Context: an optimization exercise on an open-source flow, tuned for small area, a short achievable clock period and few clock cycles per item. The choices shown serve that exercise and are no tape-out recipe. Function was checked by simulation only, so behaviour that the tests miss may differ from the original. Power and IR drop assume default switching activity.

## flow/design.v (module list and top-level ports; edited modules follow where they fit)
// module multiplier32FP: 195 lines
// module sel2: 8 lines
// module mul24_cs: 2235 lines
// module fa_cell: 4 lines
// module ao22_cell: 3 lines
// module xor_cell: 3 lines
// module ha_cell: 4 lines
module multiplier32FP (
	input  logic        clk,
	input  logic        rst_n,
	input  logic        start_i,
	input  logic [31:0] a_i,
	input  logic [31:0] b_i,
	output logic        done_o,
	output logic        nan_o,
	output logic        infinit_o,
	output logic        overflow_o,
	output logic        underflow_o,
	output logic [31:0] product_o
);
  // ...
==> flow/flow/run.sh <==
#!/bin/bash
# Own layout flow: the standard ORFS flow (standard.sh) with two changes:
#  - the input and output ports are buffered with buf_4 cells instead of the
#    default port-buffer choice;
#  - timing repair aims for 8 ns of setup slack (the clock period and the
#    constraints are unchanged; this only makes repair work on paths that
#    already meet them).
# Each make step writes its own log under orfs/logs; the make output as a
# whole goes to standard.log.
set -euo pipefail
export BUFFER_PORTS_ARGS="-buffer_cell sky130_fd_sc_hd__buf_4"
export SETUP_SLACK_MARGIN=8
bash standard.sh > standard.log 2>&1
==> flow/standard.sh <==
#!/bin/bash
# synth_recipe.tcl (not shown) runs the flow's synth.tcl, then flattens the netlist and writes it again
# the make line also repeats each setting of config.mk as NAME=value (left out here)
make -C /OpenROAD-flow-scripts/flow DESIGN_CONFIG=/design/flow/config.mk WORK_HOME=/design/flow/orfs CLKGATE_MAP_FILE= SYNTH_SCRIPT=/design/flow/synth_recipe.tcl "${@:-finish}"
==> flow/config.mk <==
export PLATFORM = sky130hd
export DESIGN_NAME = multiplier32FP
export DESIGN_NICKNAME = multiplier32FP
export VERILOG_FILES = /design/flow/design.v
export SDC_FILE = /design/flow/constraint.sdc
export NUM_CORES = 4
export LEC_CHECK = 0
export CAP_MARGIN = 20
export CORE_MARGIN = 2
export CORE_UTILIZATION = 40
export PLACE_DENSITY = 0.6
export SLEW_MARGIN = 20
export SYNTH_HIERARCHICAL = 1
==> flow/constraint.sdc <==
create_clock -name core_clock -period 15.0 [get_ports {clk}]
set_input_delay 3.0000 -clock core_clock [delete_from_list [all_inputs] [get_ports {clk}]]
set_output_delay 3.0000 -clock core_clock [all_outputs]
set_load 0.01 [all_outputs]
==> run_results.csv, run 1 <==
group,metric,value,unit
status,status,"timing/DRC/antenna clean",
power_and_ir_drop,p_comb_share,78.2,%
power_and_ir_drop,swShare,49.9,%
power_and_ir_drop,switching_power,3.22,mW
drt,antenna_left,0,
finish,reg.largest.list,"c_r: 48 flops, s_r: 48 flops, sh_r: 47 flops",
global_routing,antenna_found_initial,2,
synth,syn_area_per_cell,9.89,um^2
power_and_ir_drop,total_power,6.46,mW
finish,area_growth,11.2,%
timing,final-hold-violation-count,0,
power_and_ir_drop,seq_power_share,14.2,%
finish,clkCellAreaFrac,2.49,%
finish,buffers_excl_clock,154,
setup_path,slowest_delay,540,ps
drt,via_per_inst,6.08,
timing,timing.final.ws_setup,8120,ps
drt,drtPass1Iterations,6,
clock_tree,cts_tree,"built",
setup_path,reg2reg_from,"d_r$_DFF_P_",
synth,yosys-mux-area-fraction,3.32,%
power_and_ir_drop,clock_power,489,uW
setup_path,worst_setup_path_end_kind,"output port",
placement,place.port_buffers,103,
setup_path,cp.buffers_inverters,2,
synth,synth_edf_count,13,
Testbench counts, summed over its fixed seeds: cycles 3,321, ops 3,200.
==> inputs of run 2 (changes only) <==
--- a/flow/config.mk
+++ b/flow/config.mk
@@ -7,7 +7,7 @@
 export LEC_CHECK = 0
 export CAP_MARGIN = 20
 export CORE_MARGIN = 2
-export CORE_UTILIZATION = 40
-export PLACE_DENSITY = 0.6
+export CORE_UTILIZATION = 55
+export PLACE_DENSITY = 0.72
 export SLEW_MARGIN = 20
 export SYNTH_HIERARCHICAL = 1
==> run 2 against run 1 <==
  * Register-to-register slack better by 110 ps
  * Fmax shrank 0.17%
  * Via count barely moved
  * Setup slack got worse by 11 ps
  * Highest routed layer is now met4
  * Synthesized cell count is the same
  * Core utilization grew 15 points
  * Clock power down 8.8%
  * Worst hold slack got worse by 4.1 ps
  * Flip-flop and latch count unchanged
  * Sequential share of layout area increased by 0.33 points
  * Clock-buffer cell count up 2
==> run_results.csv, run 2 <==
group,metric,value,unit
setup_path,cp.arrival,3890,ps
global_routing,grtUsageMet2,51.2,%
finish,nNetsFinal,2824,
drt,dr_total_vias,19400,
finish,fillCellCount,3564,
synth,ys.flop_type,"dfxtp_1",
floorplan,die-area,44000,um^2
setup_path,crit_path_end,"product_o[22]",
run,drv_cap,0,
floorplan,die_w,210,um
synth,synth_area,23300,um^2
synth,syn_inst,2355,
global_routing,grt.total_usage,32.7,%
synth,synth_top_area_share,23.0,%
power_and_ir_drop,p_leak,10.6,nW
synth,ys_warn_count,9,
synth,synth_largest_area_cell,"fa_1",
timing,fin_crit,6890,ps
floorplan,coreArea,41900,um^2
global_routing,busiest_layer,"met2",
floorplan,fp.dieH,210,um
drt,wl_per_cell,24.5,um
global_routing,grt_use_met3,7.35,%
timing,fin_crit_sh,46.0,%
timing,fmax,145,MHz
drt,via_per_inst,6.57,
setup_path,worst_setup_path_end_kind,"output port",
setup_path,critPathMaxFanout,16,
synth,ys_top_cells_by_count,"344 x xor2_1, 316 x a22o_1, 267 x fa_1",
timing,relSlewSlack,32.6,%
setup_path,critPathKind,"reg2out",
timing,final-hold-violation-count,0,
setup_path,crit_cells,14,
synth,synth-seq-area-share,16.5,%
setup_path,r2r_end,"sh_r[22]$_DFF_P_",
global_routing,grt_first_pass_wirelength,112000,um
setup_path,worstSetupStartpoint,"c_r[33]$_DFF_P_",
min_path,hold_path.class,"reg2reg",
setup_path,start_kind,"register",
drt,drc_errors,0,
synth,ys_types,85,
drt,first_iter_violations,2032,
floorplan,rows,75,
placement,gp_congestion,0.971,
global_routing,grt_pass1_vias,19300,
timing,setup_tns,0,ps
setup_path,r2r_cells,17,
clock_tree,cts-htree-levels,4,
power_and_ir_drop,peakVddDrop,0.000213,V
synth,ys_ff_latch,185,
setup_path,reg2reg_from,"d_r$_DFF_P_",
finish,area_growth,8.43,%
timing,rsz0062_at_grt,"true",
placement,place.port_buffers,103,
setup_path,reg2reg_slack,9540,ps
finish,layout-drive-gt1-share,12.3,%
finish,reg.largest.list,"c_r: 48 flops, s_r: 48 flops, sh_r: 47 flops",
setup_path,cp_top_family,"compound AO/OA/AOI/OAI gates",
clock_tree,cts_root_buf,"clkbuf_16",
timing,slew_violations,0,
drt,drtPass1Iterations,8,
finish,final_util,60.3,%
clock_tree,cts_tree,"built",
setup_path,required,12000,ps
finish,final_cell_mix,"333 x xor2_1, 316 x a22o_1, 266 x fa_1",
timing,tightest_slew,1010,ps
placement,dp_hpwl,50900,um
status,status,"timing/DRC/antenna clean",
floorplan,io_pins,104,
drt,routed_wl,72300,um
synth,synth_most_common_cell,"xor2_1",
setup_path,path_cells,"ha_4, a21oi_2, nand2_1, a221oi_4, o21ai_4, a2111oi_4, a211oi_2, a211oi_4, buf_4, clkbuf_16, mux2_2, a21oi_1, o21ai_0, buf_4",
setup_path,crit_top_cell,"buf_4",
setup_path,slowest_delay,450,ps
synth,synthArstFlopShare,1.62,%
setup_path,cp_slowest_cell,"dfxtp_1",
global_routing,grt_overflow,0,
placement,place_area,24200,um^2
global_routing,antenna_found_initial,0,
synth,synth_area_leaders,"fa_1 23%, dfxtp_1 15%, xor2_1 13%",
global_routing,grt_max_degree,57,
clock_tree,cts_sinks,185,
timing,finalClockSkew,14.3,ps
drt,antenna_left,0,
setup_path,cp.buffers_inverters,3,
synth,synth_edf_count,13,
timing,setup_violations,0,
clock_tree,clk_pin_slew,70,ps
floorplan,initial_utilization,55.6,%
synth,syn_area_per_cell,9.89,um^2
clock_tree,clockBufferDepth,2,
finish,final_common_cell,"xor2_1",
finish,stdcell_area,25200,um^2
power_and_ir_drop,power.density,246,nW/um^2
clock_tree,numCtsBuffers,17,
global_routing,grt_use_met1,44.6,%
clock_tree,clkLatencyLatePin,460,ps
[run 2: cell counts after synthesis]
No cell type changed its count.
[run 2: what timing repair did]
item,CTS,global route
endpoints found under the setup margin,31,40
cloned,0,1
buffers inserted,1,10
hold buffers,0,0
hold endpoints to repair,0,0
gates resized for setup,19,55
pin swaps,2,15
[run 2: worst min-delay path by stage]
stage,startpoint,to,slack [ps],cells past startpoint
final,sh_r[28]$_DFF_P_,sh_r[27]$_DFF_P_,440,1
after global routing,inf_op_r$_DFF_P_,g_inf_op$_DFFE_PP_,450,0
after CTS,sh_r[35]$_DFF_P_,sh_r[34]$_DFF_P_,440,1
after detailed placement,sh_r[41]$_DFF_P_,sh_r[40]$_DFF_P_,420,1
after global placement,sh_r[46]$_SDFF_PP0_,sh_r[45]$_DFF_P_,410,1
after floorplan,sh_r[35]$_DFF_P_,sh_r[34]$_DFF_P_,410,1
[run 2: cells by family after synthesis]
logic type | synth area share, %
adder cells (fa/ha/maj) | 28.0
XOR/XNOR | 14.6
AND/OR/NAND/NOR | 9.07
other | 0.0161
AO/OA/AOI/OAI | 22.9
multiplexers | 3.32
flip-flops | 16.5
buffers and inverters | 5.56
[run 2: worst register-to-register path: cells and delay by family (launching register included)]
kind / cells / cell delay [ps]
AO/OA/AOI/OAI: 7 / 1790
AND/OR/NAND/NOR: 3 / 1160
adder cells (fa/ha/maj): 2 / 750
flip-flops: 1 / 590
multiplexers: 2 / 510
buffers and inverters: 2 / 330
XOR/XNOR: 1 / 290
[run 2: Yosys stat by module (local to each module, per instance), excerpt]
module,area [um^2],times used,cells inside
ha_cell,12.5,22,1
xor_cell,8.76,300,1
fa_cell,20.0,264,1
ao22_cell,8.76,300,1
mul24_cs,1300,1,191
multiplier32FP,10800,1,1244
[run 2: final cells by class]
cell class	instances	area [um^2]	share of cell area [%]
Sequential cell	185	3850	15.2
Multi-Input combinational cell	1960	18700	74.1
Timing Repair Buffer	144	1110	4.40
Antenna cell	1	2.50	0.00991
Inverter	89	334	1.32
Clock buffer	19	443	1.75
Clock inverter	13	134	0.530
Tap cell	539	674	2.67
[run 2: power breakdown]
group          internal (mW)  switching (mW)  leakage [nW]
Clock                  0.238           0.208         0.280
Sequential             0.753           0.134          1.57
Combinational           2.14            2.73          8.76
[run 2: through the flow]
| stage | cells | hold WS [ps] | total power, mW | setup slack [ps] |
|---|---|---|---|---|
| finish | 2950 | 438 | 6.20 | 8110 |
| global route | 2949 | 450 | 6.67 | 7940 |
| CTS | 2938 | 442 | 5.91 | 7970 |
| detailed placement | 2905 | 422 | 5.39 | 7640 |
| global placement | 2905 | 415 | 5.23 | 7760 |
| floorplan | 2379 | 407 | 4.72 | 8020 |
[run 2: metal layers]
metal / routed length, um / share of wire [%]
met1: 30000 / 42
met2: 32900 / 45
met3: 7320 / 10
met4: 2050 / 2.8
met5: 0 / 0
==> inputs of run 3 (changes only) <==
==> flow/flow/run.sh (replaced) <==
#!/bin/bash
# Own layout flow: the standard ORFS flow (standard.sh) with two changes:
#  - the input and output ports are buffered with buf_4 cells instead of the
#    default port-buffer choice;
#  - timing repair aims for 7.5 ns of setup slack (the clock period and the
#    constraints are unchanged; this only makes repair work on paths that
#    already meet them).
# Each make step writes its own log under orfs/logs; the make output as a
# whole goes to standard.log.
set -euo pipefail
export BUFFER_PORTS_ARGS="-buffer_cell sky130_fd_sc_hd__buf_4"
export SETUP_SLACK_MARGIN=7.5
bash standard.sh > standard.log 2>&1
--- a/flow/config.mk
+++ b/flow/config.mk
@@ -7,7 +7,7 @@
 export LEC_CHECK = 0
 export CAP_MARGIN = 20
 export CORE_MARGIN = 2
-export CORE_UTILIZATION = 55
-export PLACE_DENSITY = 0.72
+export CORE_UTILIZATION = 40
+export PLACE_DENSITY = 0.6
 export SLEW_MARGIN = 20
 export SYNTH_HIERARCHICAL = 1
==> run 3 against run 2 <==
  * Register-to-register slack got worse by 60 ps
  * Global-route usage is 6.7 points lower
  * Core utilization is 17 points lower
  * Clock power grew 4.5%
  * Via count down 0.27%
  * Synthesized area is the same
  * Flip-flop and latch count did not move
  * Fmax fell by 5.9%
  * Critical path depth unchanged
  * Cell count increased by 7.4%
  * Critical path type unchanged
  * Highest routed layer is now met5
==> run_results.csv, run 3 <==
group,metric,value,unit
floorplan,initial_utilization,40.4,%
setup_path,cp.buffers_inverters,2,
finish,final_cell_mix,"332 x xor2_1, 316 x a22o_1, 267 x fa_1",
setup_path,critPathKind,"reg2out",
global_routing,grt.total_usage,26.0,%
synth,syn_area_per_cell,9.89,um^2
global_routing,busiest_layer,"met2",
setup_path,slowest_delay,510,ps
drt,drtPass1Iterations,6,
floorplan,die-area,60200,um^2
min_path,hold-path-cell-count,2,
power_and_ir_drop,power.density,241,nW/um^2
floorplan,rows,88,
synth,ys_top_cells_by_count,"344 x xor2_1, 316 x a22o_1, 267 x fa_1",
placement,pre_cts_slack,7630,ps
synth,synth_most_common_cell,"xor2_1",
floorplan,fp.dieH,245,um
timing,setup_violations,0,
clock_tree,cts_tree,"built",
power_and_ir_drop,p_comb_share,77.6,%
finish,layout-drive-gt1-share,10.7,%
synth,synth_largest_area_cell,"fa_1",
setup_path,start_kind,"register",
setup_path,r2r_cells,17,
setup_path,r2r_end,"sh_r[22]$_DFF_P_",
setup_path,cp.arrival,4330,ps
global_routing,grt_max_degree,57,
clock_tree,clockBufferDepth,2,
placement,gp_congestion,0.880,
drt,antenna_left,0,
run,drv_cap,0,
global_routing,grt_use_met3,4.88,%
synth,synth_area,23300,um^2
clock_tree,cts-htree-levels,4,
setup_path,crit_top_cell,"a21oi_1",
placement,placed_cells,3135,
placement,dp_hpwl,54500,um
finish,nNetsFinal,2816,
global_routing,grt_pass1_vias,19600,
global_routing,grt_first_pass_wirelength,120000,um
setup_path,crit_cells,14,
min_path,hold_path.class,"reg2reg",
global_routing,grt_use_met1,35.3,%
setup_path,required,12000,ps
timing,fin_crit,7330,ps
finish,final_cells,3167,
timing,tightest_slew,1060,ps
setup_path,reg2reg_slack,9480,ps
timing,rsz0062_at_grt,"false",
setup_path,critPathMaxFanout,6,
setup_path,worstSetupStartpoint,"s_r[6]$_DFF_P_",
finish,final_common_cell,"xor2_1",
finish,num_antenna_cells,0,
timing,slew_violations,0,
setup_path,crit_path_end,"product_o[17]",
drt,via_per_inst,6.10,
power_and_ir_drop,peakVddDrop,0.000199,V
timing,final-hold-violation-count,0,
clock_tree,numCtsBuffers,17,
global_routing,antenna_found_initial,4,
placement,place_area,24500,um^2
power_and_ir_drop,seq_power_share,14.7,%
timing,relSlewSlack,29.6,%
power_and_ir_drop,total_power,6.06,mW
finish,reg.largest.list,"c_r: 48 flops, s_r: 48 flops, sh_r: 47 flops",
power_and_ir_drop,switching_power,3.08,mW
synth,ys_types,85,
clock_tree,post_cts_buffers,0,
drt,first_iter_violations,1968,
synth,synth_area_leaders,"fa_1 23%, dfxtp_1 15%, xor2_1 13%",
drt,routed_wl,78000,um
finish,final_util,43.7,%
synth,synth_top_area_share,23.0,%
timing,holdWs,436,ps
floorplan,io_pins,104,
clock_tree,cts_root_buf,"clkbuf_16",
floorplan,die_w,245,um
power_and_ir_drop,p_leak,10.5,nW
setup_path,cp_slowest_cell,"a2111oi_1",
placement,place.port_buffers,103,
timing,timing.final.ws_setup,7670,ps
global_routing,grtUsageMet2,41.1,%
setup_path,path_cells,"ha_1, a2111oi_1, o21ai_2, a21o_1, a41oi_2, o211ai_1, nand3_1, a21oi_1, nor3_2, inv_1, mux2_2, a21oi_1, o21ai_0, buf_4",
timing,finalClockSkew,17.7,ps
drt,dr_total_vias,19300,
synth,ys_warn_count,9,
synth,ys_ff_latch,185,
drt,wl_per_cell,24.6,um
finish,stdcell_area,25200,um^2
drt,drc_errors,0,
setup_path,reg2reg_from,"d_r$_DFF_P_",
floorplan,coreArea,57600,um^2
clock_tree,clkLatencyLatePin,490,ps
finish,area_growth,8.14,%
synth,syn_inst,2355,
timing,fin_crit_sh,48.9,%
synth,synth-seq-area-share,16.5,%
clock_tree,cts_sinks,185,
synth,synthArstFlopShare,1.62,%
timing,fmax,136,MHz
status,status,"timing/DRC/antenna clean",
power_and_ir_drop,swShare,50.9,%
global_routing,grt_overflow,0,
setup_path,worst_setup_path_end_kind,"output port",
power_and_ir_drop,p_int,2.98,mW
clock_tree,clk_pin_slew,80,ps
power_and_ir_drop,clock_power_share,7.7,%
synth,ys.flop_type,"dfxtp_1",
setup_path,cp_top_family,"compound AO/OA/AOI/OAI gates",
timing,setup_tns,0,ps
synth,synth_edf_count,13,
==> run 3: cell counts after synthesis <==
Identical to the previous run, type by type.
==> run 3: kinds of logic (layout without fill, tap and decap cells) <==
kind of cell               Yosys count  count (layout)  share of synthesized area, %
other                                1              25                        0.0161
DFF                                185             185                          16.5
muxes                               72              72                          3.32
xor gates and xnor gates           387             387                          14.6
adders and majority gates          361             361                          28.0
AOI/OAI and AO/OA                  709             709                          22.9
buffers and inverters              234             257                          5.56
and+or+nand+nor                    406             406                          9.07
==> run 3: what timing repair did <==
action / in CTS / in global routing
hold buffers: 0 / 0
setup endpoints to repair: 31 / 31
pin swaps: 0 / 1
resized for setup: 7 / 11
==> run 3: final cells by class <==
class / instances / area, um^2
Sequential cell: 185 / 3850
Timing Repair Buffer: 136 / 1030
Inverter: 89 / 334
Clock inverter: 14 / 151
Tap cell: 765 / 957
Clock buffer: 18 / 439
Fill cell: 5514 / 32400
Multi-Input combinational cell: 1960 / 18400
==> run 3: worst min-delay path by stage <==
stage          slack (ps)           startpoint          endpoint
2_1_floorplan         410     sh_r[35]$_DFF_P_  sh_r[34]$_DFF_P_
3_3_place_gp          420  sh_r[46]$_SDFF_PP0_  sh_r[45]$_DFF_P_
3_5_place_dp          420       sign_r$_DFF_P_  g_sign$_DFFE_PP_
4_1_cts               430     sh_r[26]$_DFF_P_  sh_r[25]$_DFF_P_
5_1_grt               460     sh_r[28]$_DFF_P_  sh_r[27]$_DFF_P_
6_report              440     sh_r[26]$_DFF_P_  sh_r[25]$_DFF_P_
==> run 3: per-module statistics from Yosys, one instance, submodules excluded, excerpt <==
module	cell area [um^2]	cells inside	flip-flops and latches
fa_cell	20.0	1	0
multiplier32FP	10800	1244	185
ao22_cell	8.76	1	0
ha_cell	12.5	1	0
mul24_cs	1300	191	0
xor_cell	8.76	1	0
==> run 3: worst reg2reg max path, delay by kind of cell (launching register included) <==
kind                     cells  cell delay (ps)
AND/OR/NAND/NOR              3             1200
multiplexers                 2              480
AO/OA/AOI/OAI                7             1860
adder cells (fa/ha/maj)      2              770
XOR/XNOR                     1              260
buffers and inverters        2              310
flip-flops                   1              590
==> run 3: power by group through the flow <==
stage          Combinational, mW  Sequential [mW]  Clock (mW)
2_1_floorplan               3.88            0.832           0
3_3_place_gp                4.49            0.894           0
3_5_place_dp                4.59            0.894           0
4_1_cts                     4.63            0.885       0.472
5_1_grt                     5.19            0.905       0.491
6_report                    4.70            0.890       0.466
==> run 3: layer usage <==
metal / vias up / share of wire, %
li1: 8518 / -
met1: 9695 / 43
met2: 936 / 45
met3: 179 / 8.3
met4: 4 / 3.3
met5: - / 0.035

[separate check: timing with driven ports]
Ports are ideal in the flow. The routed layouts listed here were re-timed in OpenROAD.
Step 1: set_driving_cell puts a clkbuf_16 on clk and a buf_2 on each other input, an assumption about the parent block.
Step 2 moves the port delays by t, midway between the first and last clock arrival at a register: inputs arrive t later, outputs are due t later. That takes back most of the time a late clock gives input paths.
Slacks: no drivers / after step 1 / after step 2; pairs: no drivers / after step 1.
run | shift t [ns] | slack for setup (ns) | latest minus earliest clock arrival (ns) | slew at the worst register clock pin (ns)
run 1 | 0.544 | 8.117 / 8.061 / 7.640 | 0.023 / 0.023 | 0.09 / 0.09
run 2 | 0.497 | 8.106 / 8.057 / 7.693 | 0.015 / 0.014 | 0.08 / 0.08
run 3 | 0.548 | 7.670 / 7.608 / 7.552 | 0.021 / 0.021 | 0.09 / 0.09
After both steps setup and hold are still met in every run listed. For run 1, which loses most, drivers alone change the setup slack by -0.056 ns; drivers and shift together by -0.477 ns.
